Context: an optimization exercise on an open-source flow, tuned for small area, a short achievable clock period and few clock cycles. The choices shown serve that exercise and are no tape-out recipe. Only simulation tests tie the RTL to the original design; equivalence was not proved.

## flow/design.v (module list and top-level ports; edited modules follow where they fit)
// module M1: 747 lines
// module m1_fa: 4 lines
// module m1_ha: 4 lines
module M1 (
   input  logic         Clock,
   input  logic         Resetn,
   input  logic         start,
   output logic         done,
   input  logic  [15:0] SRAM_read_data,
   output logic  [17:0] SRAM_address,
   output logic  [15:0] SRAM_write_data,
   output logic         SRAM_we_n
);
  // ...
==> flow/flow/run.sh <==
#!/bin/bash
set -euo pipefail
bash standard.sh SETUP_SLACK_MARGIN=10 finish > standard_make.log 2>&1
==> flow/standard.sh <==
#!/bin/bash
# synth_recipe.tcl (not shown) runs the flow's synth.tcl, then flattens the netlist and writes it again
# the make line also repeats each setting of config.mk as NAME=value (left out here)
make -C /OpenROAD-flow-scripts/flow DESIGN_CONFIG=/design/flow/config.mk WORK_HOME=/design/flow/orfs CLKGATE_MAP_FILE= SYNTH_SCRIPT=/design/flow/synth_recipe.tcl "${@:-finish}"
==> flow/config.mk <==
export PLATFORM = sky130hd
export DESIGN_NAME = M1
export DESIGN_NICKNAME = M1
export VERILOG_FILES = /design/flow/design.v
export SDC_FILE = /design/flow/constraint.sdc
export NUM_CORES = 4
export LEC_CHECK = 0
export ABC_CLOCK_PERIOD_IN_PS = 4000
export CAP_MARGIN = 20
export CORE_MARGIN = 2
export CORE_UTILIZATION = 55
export SETUP_SLACK_MARGIN = 5
export SLEW_MARGIN = 20
export SYNTH_HIERARCHICAL = 1
==> flow/constraint.sdc <==
create_clock -name core_clock -period 14.0 [get_ports {Clock}]
set_input_delay 2.8000 -clock core_clock [delete_from_list [all_inputs] [get_ports {Clock}]]
set_output_delay 2.8000 -clock core_clock [all_outputs]
set_load 0.01 [all_outputs]
==> flow_metrics.env, run 1 <==
export IMPL_vias_per_cell=5.56
export IMPL_cts_buffers=51
export IMPL_synth_top_family_by_area="adder cells"
export IMPL_timing_final_crit_share=0.288
export IMPL_final_hold_violation_count=0
export IMPL_min_to="FrB[20]$_DFF_P_"
export IMPL_min_delay_start="fs4[8]$_DFF_P_"
export IMPL_layout_comb_gates_multi_input=1543
export IMPL_syn_num_nets=2867
export IMPL_placedCellCount=3048
export IMPL_grt_pass1_wl_um=100000
export IMPL_die_height_um=229
export IMPL_status="complete, no violations"
export IMPL_seq_area_frac_synth=0.438
export IMPL_critPathRequiredTime_ns=11.20
export IMPL_post_place_ws_ns=9.02
export IMPL_cts_sinks=476
export IMPL_grt_ovfl_total=0
export IMPL_hold_buffers=0
export IMPL_yosys_area_top_type="edfxtp_1"
export IMPL_grt_pass1_vias=18300
export IMPL_critPathSlowestCell="dfstp_2"
export IMPL_clkLatencyLatePin_ns=0.62
export IMPL_async_reset_ff_frac=0.00840
export IMPL_crit_end="SRAM_we_n"
export IMPL_synth_mux_area_frac=0.00817
export IMPL_skew_ns=0.0259
export IMPL_fin_crit_ns=4.03
export IMPL_worst_slack_ns=9.97
export IMPL_final_common_cell="inv_1"
Testbench counts, summed over its fixed seeds: cycles 432,900.
==> inputs of run 2 (changes only) <==
==> flow/flow/run.sh (replaced) <==
#!/bin/bash
set -euo pipefail
bash standard.sh SETUP_SLACK_MARGIN=11 finish > standard_make.log 2>&1
==> flow_metrics.env, run 2 <==
export IMPL_cts_htree_levels=2
export IMPL_gp_congestion=0.882
export IMPL_core_area_mm2=0.0501
export IMPL_cp_start_kind="flip-flop"
export IMPL_crit_type="flip-flop to output port"
export IMPL_yosys_warnings=8
export IMPL_critPathRequiredTime_ns=11.20
export IMPL_grt_pass1_wl_um=105000
export IMPL_crit_buf_inv=1
export IMPL_avgSynthCellArea_um2=11.8
export IMPL_drtPass1Iterations=6
export IMPL_drt_iter0_drc=1495
export IMPL_diodes=0
export IMPL_cap_violations=0
export IMPL_yosysTopAreaCellShare=0.287
export IMPL_seq_area_mm2=0.0124
export IMPL_dpl_hpwl_um=48000
export IMPL_yosysMostFrequentCell="inv_1"
export IMPL_fin_tns_setup_ns=0
export IMPL_ys_types=90
export IMPL_crit_family="flip-flops"
export IMPL_die_height_um=229
export IMPL_antenna_left=0
export IMPL_drive_above_1_share=0.189
export IMPL_io_pins=55
export IMPL_nNetsFinal=3047
export IMPL_start_util=0.557
export IMPL_drc=0
export IMPL_grt_max_degree=54
export IMPL_skew_ns=0.0227
export IMPL_final_area_mm2=0.0330
export IMPL_crit_chain="buf_6"
export IMPL_cp_end_kind="output port"
export IMPL_fin_crit_ns=4.03
export IMPL_final_common_cell="edfxtp_1"
export IMPL_regMostFlops="win"
export IMPL_clk_pin_slew_worst_paths_ns=0.06
export IMPL_hold_path_class="flip-flop to flip-flop"
export IMPL_die_area_mm2=0.0525
export IMPL_clk_path_buf_depth=3
export IMPL_timing_final_crit_share=0.288
export IMPL_placed_area_mm2=0.0295
export IMPL_antenna_found_initial=0
export IMPL_slew_headroom=0.322
export IMPL_synthCells=2356
export IMPL_cts_root_buffer="clkbuf_16"
export IMPL_cp_max_fo=1
export IMPL_grt_pass1_vias=18500
export IMPL_synth_flop_cell="edfxtp_1"
export IMPL_synth_edff_count=266
export IMPL_setup_viol=0
export IMPL_wl_per_cell_um=20.7
export IMPL_port_buffers=54
export IMPL_yosys_area_top_type="edfxtp_1"
export IMPL_clkLatencyLatePin_ns=0.60
export IMPL_critPathMaxStageDelay_ns=0.53
export IMPL_cts_buffers=50
export IMPL_wirelength_um=67300
export IMPL_synth_area_leaders="edfxtp_1 29%, fa_1 19%, dfxtp_1 15%, ha_1 10%, inv_1 3.8%"
export IMPL_num_fill_cells=3927
export IMPL_netlist_top_cells_count="280 x inv_1, 269 x fa_1, 266 x edfxtp_1"
export IMPL_cts_tree="yes"
export IMPL_seq_area_frac_synth=0.438
export IMPL_rows=82
export IMPL_cts_sinks=476
export IMPL_fmax_mhz=248
export IMPL_final_hold_violation_count=0
export IMPL_mostFrequentLayoutCells="266 x edfxtp_1, 258 x inv_1, 252 x fa_1"
export IMPL_critPathSlowestCell="dfstp_2"
export IMPL_syn_num_nets=2867
export IMPL_crit_arrival_ns=1.23
export IMPL_status="complete, no violations"
export IMPL_async_reset_ff_frac=0.00840
export IMPL_reg_largest_list="win: 152 flops, FrA: 20 flops, FrB: 19 flops"
export IMPL_grt_ovfl_total=0
export IMPL_grtUsageTotal=0.260
export IMPL_hold_buffers=0
export IMPL_area_growth_syn_to_layout_pct=18.3
export IMPL_worstMarginPinSlew_ns=1.01
export IMPL_largest_register_ffs=152
export IMPL_vias=18200
export IMPL_vias_per_cell=5.60
export IMPL_multi_input_area_mm2=0.0151
export IMPL_slew_violations=0
export IMPL_dieWidth_um=229
export IMPL_syn_area_mm2=0.0279
export IMPL_ys_ff_latch=476
export IMPL_rsz0062_at_grt="true"
## run 2: cells by family (layout without fill, tap and decap cells)
logic type	Yosys count	in the layout	synth area share
AOI/OAI and AO/OA	433	433	0.101
xor gates and xnor gates	96	96	0.0304
adders and majority gates	493	493	0.294
buffers and inverters	337	554	0.0471
DFF	476	476	0.438
muxes	21	21	0.00817
and+or+nand+nor	500	505	0.0811
## run 2: modules after synthesis (local to each module, per instance)
module  cell area, µm²  cells inside  copies in the design  flip-flops and latches
M1               22300          2060                     1                     476
m1_fa             20.0             1                   250                       0
m1_ha             12.5             1                    46                       0
## run 2: worst register-to-register path, cell delays in order (launching register included)
cell      delay [ns]
dfxtp_4         0.42
ha_4            0.22
fa_1            0.52
fa_1            0.42
fa_1            0.53
fa_1            0.47
ha_4            0.29
and3_4          0.18
nand3_2         0.06
a21oi_2         0.13
nand2_1         0.06
o211ai_1        0.16
## run 2: through the flow
| step | hold slack, ns | worst slack (ns) | util | std cells |
|---|---|---|---|---|
| after global placement | 0.360 | 9.09 | 0.588 | 3039 |
| after floorplan | 0.331 | 10.41 | - | 2356 |
| final | 0.382 | 9.97 | 0.658 | 3250 |
| after global routing | 0.391 | 9.95 | 0.658 | 3250 |
| after CTS | 0.384 | 9.95 | 0.648 | 3215 |
| after detailed placement | 0.369 | 9.08 | 0.588 | 3039 |
## run 2: final cells by class
class                   instances  share of cell area
repair buffers                178              0.0542
multi-input cells            1548               0.460
flip-flops and latches        476               0.375
clock inverters                18             0.00729
inverters                     282              0.0337
well taps                     672              0.0255
clock buffers                  76              0.0444
## run 2: final timing paths
kind | startpoint | to | slack (ns) | cells past startpoint
max in group asynchronous | Resetn | SRAM_we_n$_DFF_PN1_ | 11.36 | 1
worst max register to register | Yi[6]$_DFF_P_ | Gq15$_DFF_P_ | 10.45 | 11
worst min-delay path | fs4[8]$_DFF_P_ | FrB[20]$_DFF_P_ | 0.38 | 0
worst max-delay path | SRAM_we_n$_DFF_PN1_ | SRAM_we_n | 9.97 | 1
min in group asynchronous | Resetn | done$_DFFE_PN0P_ | 2.40 | 1
worst min register to register | fs4[8]$_DFF_P_ | FrB[20]$_DFF_P_ | 0.38 | 0
## run 2: timing repair
action | 4_1_cts | 5_1_grt
endpoints found under the setup margin | 321 | 245
pin swaps | 81 | 47
gates cloned | 6 | 2
gates resized for setup | 353 | 66
setup buffers | 76 | 33
## run 2: routing by layer
| layer | vias to the layer above | GRT usage | wire length (µm) |
|---|---|---|---|
| met1 | 9085 | 0.385 | 31300 |
| met5 | - | 0 | 0 |
| li1 | 8464 | - | - |
| met2 | 549 | 0.409 | 30700 |
| met3 | 89 | 0.0355 | 3890 |
| met4 | 0 | 0.0617 | 1380 |
==> inputs of run 3 (changes only) <==
==> flow/flow/run.sh (replaced) <==
#!/bin/bash
set -euo pipefail
bash standard.sh SETUP_SLACK_MARGIN=9 finish > standard_make.log 2>&1
==> flow_metrics.env, run 3 <==
export IMPL_fmax_mhz=225
export IMPL_antenna_found_initial=0
export IMPL_cts_resized=0
export IMPL_hold_path_class="flip-flop to flip-flop"
export IMPL_antenna_left=0
export IMPL_io_pins=55
export IMPL_multi_input_area_mm2=0.0144
export IMPL_crit_type="flip-flop to output port"
export IMPL_critPathSlowestCell="dfstp_2"
export IMPL_grt_pass1_vias=18500
export IMPL_crit_chain="clkdlybuf4s50_1"
export IMPL_critPathRequiredTime_ns=11.20
export IMPL_worstMarginPinSlew_ns=1.06
export IMPL_vias=17500
export IMPL_ys_ff_latch=476
export IMPL_grt_max_degree=153
export IMPL_timing_hold_ws_ns=0.365
export IMPL_skew_ns=0.0188
export IMPL_core_area_mm2=0.0501
export IMPL_clk_path_buf_depth=3
export IMPL_yosysTopAreaCellShare=0.287
export IMPL_netlist_top_cells_count="280 x inv_1, 269 x fa_1, 266 x edfxtp_1"
export IMPL_final_common_cell="inv_1"
export IMPL_syn_area_mm2=0.0279
export IMPL_yosys_area_top_type="edfxtp_1"
export IMPL_synth_edff_count=266
export IMPL_hold_buffers=0
export IMPL_wl_per_cell_um=20.0
export IMPL_yosysMostFrequentCell="inv_1"
export IMPL_cap_violations=0
export IMPL_cts_buffers=51
export IMPL_slew_violations=0
export IMPL_drt_iter0_drc=1382
export IMPL_die_area_mm2=0.0525
export IMPL_syn_num_nets=2867
export IMPL_dieWidth_um=229
export IMPL_regMostFlops="win"
export IMPL_seq_area_mm2=0.0122
export IMPL_crit_arrival_ns=1.65
export IMPL_cts_sinks=476
export IMPL_yosys_warnings=8
export IMPL_timing_final_crit_share=0.318
export IMPL_async_reset_ff_frac=0.00840
export IMPL_area_growth_syn_to_layout_pct=11.0
export IMPL_wirelength_um=62800
export IMPL_largest_register_ffs=152
export IMPL_synth_flop_cell="edfxtp_1"
export IMPL_rsz0062_at_grt="false"
export IMPL_avgSynthCellArea_um2=11.8
export IMPL_diodes=0
export IMPL_cts_root_buffer="clkbuf_16"
export IMPL_slew_headroom=0.291
export IMPL_mostFrequentLayoutCells="280 x inv_1, 269 x fa_1, 266 x edfxtp_1"
export IMPL_final_hold_violation_count=0
export IMPL_fin_tns_setup_ns=0
export IMPL_rows=82
export IMPL_cts_htree_levels=2
export IMPL_fin_crit_ns=4.45
export IMPL_seq_area_frac_synth=0.438
export IMPL_setup_viol=0
export IMPL_drc=0
export IMPL_post_cts_buffers=0
export IMPL_vias_per_cell=5.55
export IMPL_critPathMaxStageDelay_ns=0.53
export IMPL_start_util=0.557
export IMPL_clk_pin_slew_worst_paths_ns=0.06
export IMPL_crit_family="flip-flops"
export IMPL_drtPass1Iterations=6
export IMPL_reg_largest_list="win: 152 flops, FrA: 20 flops, FrB: 19 flops"
export IMPL_synth_area_leaders="edfxtp_1 29%, fa_1 19%, dfxtp_1 15%, ha_1 10%, inv_1 3.8%"
export IMPL_clkLatencyLatePin_ns=0.61
export IMPL_grtUsageTotal=0.247
export IMPL_die_height_um=229
export IMPL_cp_max_fo=1
export IMPL_crit_buf_inv=1
export IMPL_dpl_hpwl_um=47700
export IMPL_cp_start_kind="flip-flop"
export IMPL_nNetsFinal=2943
export IMPL_port_buffers=54
export IMPL_cts_tree="yes"
export IMPL_gp_congestion=0.895
export IMPL_synthCells=2356
export IMPL_drive_above_1_share=0.0590
export IMPL_ys_types=90
export IMPL_cp_end_kind="output port"
export IMPL_num_fill_cells=4108
export IMPL_grt_pass1_wl_um=101000
export IMPL_status="complete, no violations"
export IMPL_grt_ovfl_total=0
-- run 3: modules after synthesis (local to each module, per instance) --
module	cells inside	cell area, µm²	flip-flops and latches
m1_ha	1	12.5	0
m1_fa	1	20.0	0
M1	2060	22300	476
-- run 3: cells by family (layout without fill, tap and decap cells) --
| group | count (synthesis) | after routing | synth area share |
|---|---|---|---|
| compound gates | 433 | 433 | 0.101 |
| simple gates | 500 | 500 | 0.0811 |
| buf+inv | 337 | 456 | 0.0471 |
| mux | 21 | 21 | 0.00817 |
| flops | 476 | 476 | 0.438 |
| fa+ha+maj | 493 | 493 | 0.294 |
| xor+xnor | 96 | 96 | 0.0304 |
-- run 3: path summary, 6_finish.rpt --
check / start / endpoint / slack (ns) / depth (start not counted)
setup reg to reg: Ui[2]$_DFF_P_ / Gq15$_DFF_P_ / 9.80 / 9
hold / removal: fs4[8]$_DFF_P_ / FrB[20]$_DFF_P_ / 0.37 / 0
max in group asynchronous: Resetn / SRAM_we_n$_DFF_PN1_ / 11.36 / 1
min in group asynchronous: Resetn / done$_DFFE_PN0P_ / 2.40 / 1
setup / recovery: SRAM_we_n$_DFF_PN1_ / SRAM_we_n / 9.55 / 1
hold reg to reg: fs4[8]$_DFF_P_ / FrB[20]$_DFF_P_ / 0.37 / 0
-- run 3: metal layers --
layer  part of all wire  wire (µm)  vias to the layer above  track usage
met5                  0          0                        -            0
met4              0.027       1680                        0       0.0775
met3              0.049       3070                      106       0.0370
met2               0.46      29000                      391        0.395
met1               0.46      29100                     8757        0.352
li1                   -          -                     8223            -
-- run 3: through the flow --
stage | instance area, µm² | setup slack [ns] | std cells | utilization
after floorplan | 27900 | 9.15 | 2356 | -
after global placement | 29200 | 9.07 | 3050 | 0.583
after detailed placement | 29200 | 9.05 | 3050 | 0.583
after CTS | 30900 | 9.52 | 3146 | 0.617
after global routing | 30900 | 9.51 | 3147 | 0.618
final | 30900 | 9.55 | 3147 | 0.618
-- run 3: final cells by class --
cell class,count,share of cell area
Clock inverter,16,0.00724
Sequential cell,476,0.395
Timing Repair Buffer,78,0.0239
Inverter,282,0.0342
Tap cell,672,0.0272
Clock buffer,80,0.0484
Multi-Input combinational cell,1543,0.464

-- static timing again, ports no longer ideal --
The results above use ideal ports. As a check the final layouts listed here were re-extracted and re-timed, cells and wires unchanged. Step 1 sets driving cells, clkbuf_16 on the clock port and buf_2 on the other inputs (assumed; they add their load-dependent delay and slew). Step 2 moves the port delays by t, midway between the first and last clock arrival at a register: inputs arrive t later, outputs are due t later. That takes back most of the time a late clock gives input paths. Three values: ideal, step 1, step 2; two values: the first two.
| run | shift t [ns] | setup slack, ns | hold WS [ns] | worst setup path after step 2 | slew at the worst register clock pin (ns) |
|---|---|---|---|---|---|
| run 1 | 0.667 | 9.966 / 9.905 / 9.719 | 0.368 / 0.368 / 0.368 | input to register | 0.07 / 0.07 |
| run 2 | 0.653 | 9.970 / 9.909 / 10.152 | 0.382 / 0.382 / 0.382 | input to register | 0.06 / 0.06 |
| run 3 | 0.661 | 9.551 / 9.491 / 9.230 | 0.365 / 0.365 / 0.365 | input to register | 0.06 / 0.06 |
After both steps every run listed still meets setup and hold. The setup slack of run 3, which loses most, moves by -0.060 ns with the drivers and by -0.321 ns with both steps.
